From an optimization exercise on the open Yosys and OpenROAD flow, aimed at small area; shortcuts taken in it are not production practice.
Only simulation tests tie the RTL to the original design; equivalence was not proved.

Setup of before:
// column_processing_unit_top
module column_processing_unit_top #(
    parameter NUM_UNITS = 16,
    parameter NUM_COLUMNS = 8,
    parameter COLUMN_SUM_WIDTH = 15,
    parameter FINAL_VECTOR_SUM_WIDTH = 24
)(
    input  wire clk,
    input  wire reset,
    input  wire clear,
    input  wire global_accumulation_enable,
    input  wire start_conversion,
    input  wire [NUM_UNITS-1:0][NUM_COLUMNS-1:0] serial_thermo_in,
    output wire signed [NUM_UNITS-1:0][NUM_COLUMNS-1:0][COLUMN_SUM_WIDTH-1:0] column_sum,
    output wire signed [NUM_UNITS-1:0][FINAL_VECTOR_SUM_WIDTH-1:0] final_vector_sum,
    output wire [NUM_UNITS-1:0] conversion_valid,
    output wire [NUM_UNITS-1:0] column_sum_ready,
    output wire [NUM_UNITS-1:0] processing_complete
);
Size: roughly 2500 I/O pins, about 130000 µm² of cells after synthesis.
export LEC_CHECK = 0
export CAP_MARGIN = 20
export CORE_AREA = 10 10 750 750
export DIE_AREA = 0 0 760 760
export SLEW_MARGIN = 20
create_clock -name core_clock -period 10.0 [get_ports {clk}]
standard.sh (not shown) runs the stock make flow with config.mk's settings and CLKGATE_MAP_FILE= SYNTH_SCRIPT=/design/flow/synth_recipe.tcl, a recipe that flattens the netlist after the stock synthesis.
==> flow/flow/run.sh <==
#!/bin/bash
# Own layout flow: the standard ORFS flow (standard.sh) with
#  - the standard synthesis, followed by an inverter clean-up around the
#    full adders (polarity.py) and a new ABC mapping of the plain gates
#    around them (reabc.ys); registers and their cells are untouched,
#  - the smallest buffer (buf_1) on every input and output port,
#  - IO pins one track apart, so a smaller die fits all 2485 pins,
#  - clock tree: larger sink clusters and no dummy loads.
# If an attempt fails (routing congestion) or leaves antenna violations,
# the layout is redone from the floorplan on a larger die.
# Every tool's output goes to a log file in the work folder.
set -uo pipefail
RES=$PWD/orfs/results/sky130hd/column_processing_unit_top/base
cat > my_config.mk <<EOM
include $PWD/config.mk
export BUFFER_PORTS_ARGS = -buffer_cell sky130_fd_sc_hd__buf_1
export PLACE_PINS_ARGS = -min_distance 1 -min_distance_in_tracks
export CTS_ARGS = -sink_clustering_enable -repair_clock_nets -buf_list sky130_fd_sc_hd__clkbuf_16 -sink_clustering_size 22 -sink_clustering_max_diameter 80 -dont_use_dummy_load
EOM
sed "s#DESIGN_CONFIG=[^ ]*#DESIGN_CONFIG=$PWD/my_config.mk#" standard.sh > my_standard.sh
bash my_standard.sh $RES/1_2_yosys.v > flow_synth.log 2>&1 || exit 1
cp $RES/1_2_yosys.v 1_2_yosys_standard.v
python3 flow/polarity.py 1_2_yosys_standard.v 1_2_yosys_polarity.v > flow_polarity.log 2>&1 || exit 1
YOSYS=$FLOW_HOME/../tools/install/yosys/bin/yosys
[[ -x $YOSYS ]] || YOSYS=yosys
LIB=$FLOW_HOME/platforms/sky130hd/lib/sky130_fd_sc_hd__tt_025C_1v80.lib
sed -e "s#@LIB@#$LIB#g" -e "s#@IN@#$PWD/1_2_yosys_polarity.v#" -e "s#@OUT@#$PWD/1_2_yosys_reabc.v#" \
    -e "s#@TOP@#$FLOW_TOP#g" -e "s#@FLOW@#$FLOW_HOME#g" flow/reabc.ys > reabc_run.ys
$YOSYS -q -l flow_reabc.log reabc_run.ys > /dev/null 2>&1 || exit 1
cp 1_2_yosys_reabc.v $RES/1_2_yosys.v

cat > check_ant.tcl <<EOM
read_db $RES/6_final.odb
set n [check_antennas]
puts "ANTENNA_COUNT \$n"
EOM

k=0
for die in 760 860 960; do
  k=$((k+1))
  rm -f $RES/2_* $RES/3_* $RES/4_* $RES/5_* $RES/6_* out/final.def
  c=$((die-10))
  sed -e "s#'CORE_AREA=[^']*'#'CORE_AREA=10 10 $c $c'#" -e "s#'DIE_AREA=[^']*'#'DIE_AREA=0 0 $die $die'#" \
      my_standard.sh > my_standard_$k.sh
  if bash my_standard_$k.sh finish > flow_make_$k.log 2>&1 && [[ -f out/final.def ]]; then
    openroad -no_init -exit check_ant.tcl > flow_antenna_$k.log 2>&1
    n=$(sed -n 's/.*ANTENNA_COUNT \([0-9]*\).*/\1/p' flow_antenna_$k.log | tail -1)
    if [[ "$n" == "0" ]]; then
      exit 0
    fi
  fi
done
exit 1
Other scripts of this flow, unchanged in this note and not shown: flow/flow/polarity.py, flow/flow/reabc.ys
## Diff of input files: after against before
--- a/flow/design.v
+++ b/flow/design.v
@@ -69,20 +69,24 @@
     assign first_b = (cnt == 4'd0);
     assign xfer_b  = valid && !clear && !full;
 endmodule
 `timescale 1ns / 1ps
 module column_adder (
     input  wire        clk,
-    input  wire        xfer,
-    input  wire        first,
+    input  wire        sel,
+    input  wire        xfer_a,
+    input  wire        first_a,
+    input  wire        xfer_b,
+    input  wire        first_b,
     input  wire [4:0]  count,
     input  wire        sign_n,    
-    output wire [14:0] column_sum
+    output wire [14:0] column_sum_a,
+    output wire [14:0] column_sum_b
 );
-    reg  [13:0] A;
-    wire [5:0]  a = first ? 6'd0 : A[13:8];    
+    reg  [13:0] Aa, Ab;
+    wire [5:0]  a = sel ? (first_b ? 6'd0 : Ab[13:8]) : (first_a ? 6'd0 : Aa[13:8]);
     wire [5:0] cy;
     wire [6:0] h;
     wire       a5n = ~a[5];
     assign cy[0] = 1'b0;
     genvar i;
     generate
@@ -91,15 +95,17 @@
             assign cy[i+1] = (a[i] & count[i]) | (cy[i] & (a[i] ^ count[i]));
         end
     endgenerate
     assign h[5] = a5n ^ sign_n ^ cy[5];
     assign h[6] = ~((a5n & sign_n) | (cy[5] & (a5n ^ sign_n)));
     always @(posedge clk) begin
-        if (xfer) A <= {h, A[7:1]};
+        if (xfer_a) Aa <= {h, Aa[7:1]};
+        if (xfer_b) Ab <= {h, Ab[7:1]};
     end
-    assign column_sum = {A[13], A};
+    assign column_sum_a = {Aa[13], Aa};
+    assign column_sum_b = {Ab[13], Ab};
 endmodule
 `timescale 1ns / 1ps
 module column_adder_array (
     input  wire                clk,
     input  wire                ph_sign,     
     input  wire                hold_b,      
@@ -114,39 +120,37 @@
     output wire [7:0][14:0]    column_sum_b,
     output wire [23:0]         final_vector_sum_a,
     output wire [23:0]         final_vector_sum_b
 );
     wire [7:0][4:0] na, nb;
     wire [7:0]      sa, sb;    
+    wire [7:0][4:0] n = sel ? nb : na;
+    wire [7:0]      s = sel ? sb : sa;
     genvar c;
     generate
         for (c = 0; c < 8; c = c + 1) begin : gen_lane
             thermo2binary_core conv_a (
                 .clk(clk), .ph_sign(ph_sign), .serial_in(serial_in_a[c]), .count_en(1'b1),
                 .count(na[c]), .sign_n(sa[c])
             );
-            column_adder acc_a (
-                .clk(clk), .xfer(xfer_a), .first(first_a),
-                .count(na[c]), .sign_n(sa[c]), .column_sum(column_sum_a[c])
-            );
             thermo2binary_core conv_b (
                 .clk(clk), .ph_sign(ph_sign), .serial_in(serial_in_b[c]), .count_en(!hold_b),
                 .count(nb[c]), .sign_n(sb[c])
             );
-            column_adder acc_b (
-                .clk(clk), .xfer(xfer_b), .first(first_b),
-                .count(nb[c]), .sign_n(sb[c]), .column_sum(column_sum_b[c])
+            column_adder acc (
+                .clk(clk), .sel(sel),
+                .xfer_a(xfer_a), .first_a(first_a), .xfer_b(xfer_b), .first_b(first_b),
+                .count(n[c]), .sign_n(s[c]),
+                .column_sum_a(column_sum_a[c]), .column_sum_b(column_sum_b[c])
             );
         end
     endgenerate
     reg  [21:2] Fa, Fb;
     wire [13:0] fta = first_a ? 14'd0 : Fa[21:8];
     wire [13:0] ftb = first_b ? 14'd0 : Fb[21:8];
     wire [13:0] ft = sel ? ftb : fta;
-    wire [7:0][4:0] n = sel ? nb : na;
-    wire [7:0]      s = sel ? sb : sa;
     wire [4:0] n0 = n[0], n1 = n[1], n2 = n[2], n3 = n[3];
     wire [4:0] n4 = n[4], n5 = n[5], n6 = n[6], n7 = n[7];
     wire [14:0] hF;
   wire ts1;
   wire tc2;
   assign ts1 = ft[1] ^ n0[1] ^ n1[0];
Findings:
after | stages: all done | timing, DRC, antenna: all pass
before -> after: multi-input combinational cell count decreased by more than 10%
Relative to before, the final cell area reported for after is lower.
Compared with before, in after sequential share of layout area now sits higher; wire length down 7.2%.
Compared with before, in after net total in the final layout decreased by 9.5% relative to the old numbers; via count decreased by 4424 relative to the old numbers; routing usage on met2 decreased by 0.67 points relative to the old numbers; worst slew margin relative to its limit increased by 2.9 points relative to the old numbers; number of global-route vias before repair decreased by 5082 relative to the old numbers.
Comparing amount of wire on met2 after detailed routing for before and after, the smaller number came from after.

==> separate check: timing with driven ports <==
No port has a modelled driver above. Below, the same layouts with a new extraction and two added sets of constraints. Step 1 (the two cells are an assumption about what drives the block):
set clk [get_ports {clk}]
set_driving_cell -lib_cell sky130_fd_sc_hd__clkbuf_16 $clk
set_driving_cell -lib_cell sky130_fd_sc_hd__buf_2 [delete_from_list [all_inputs] $clk]
Step 2 times the ports against the registers' clock, not the clock port: input delays grow and output delays shrink by t, the midpoint of the rising clock arrivals with the driver on. Slacks: no drivers / after step 1 / after step 2; pairs: no drivers / after step 1.
| run | t (ns) | slack for setup (ns) | worst setup path after step 2 | slew at the worst register clock pin (ns) | worst data-port slew with drivers (ns) |
|---|---|---|---|---|---|
| before | 0.981 | 1.558 / 1.639 / 0.658 | input to register | 0.09 / 0.09 | 0.48 |
| after | 0.999 | 1.666 / 1.623 / 0.624 | input to register | 0.10 / 0.10 | 0.44 |
After both steps setup and hold are still met in every run listed. The setup slack of after, which loses most, moves by -0.043 ns with the drivers and by -1.042 ns with both steps.
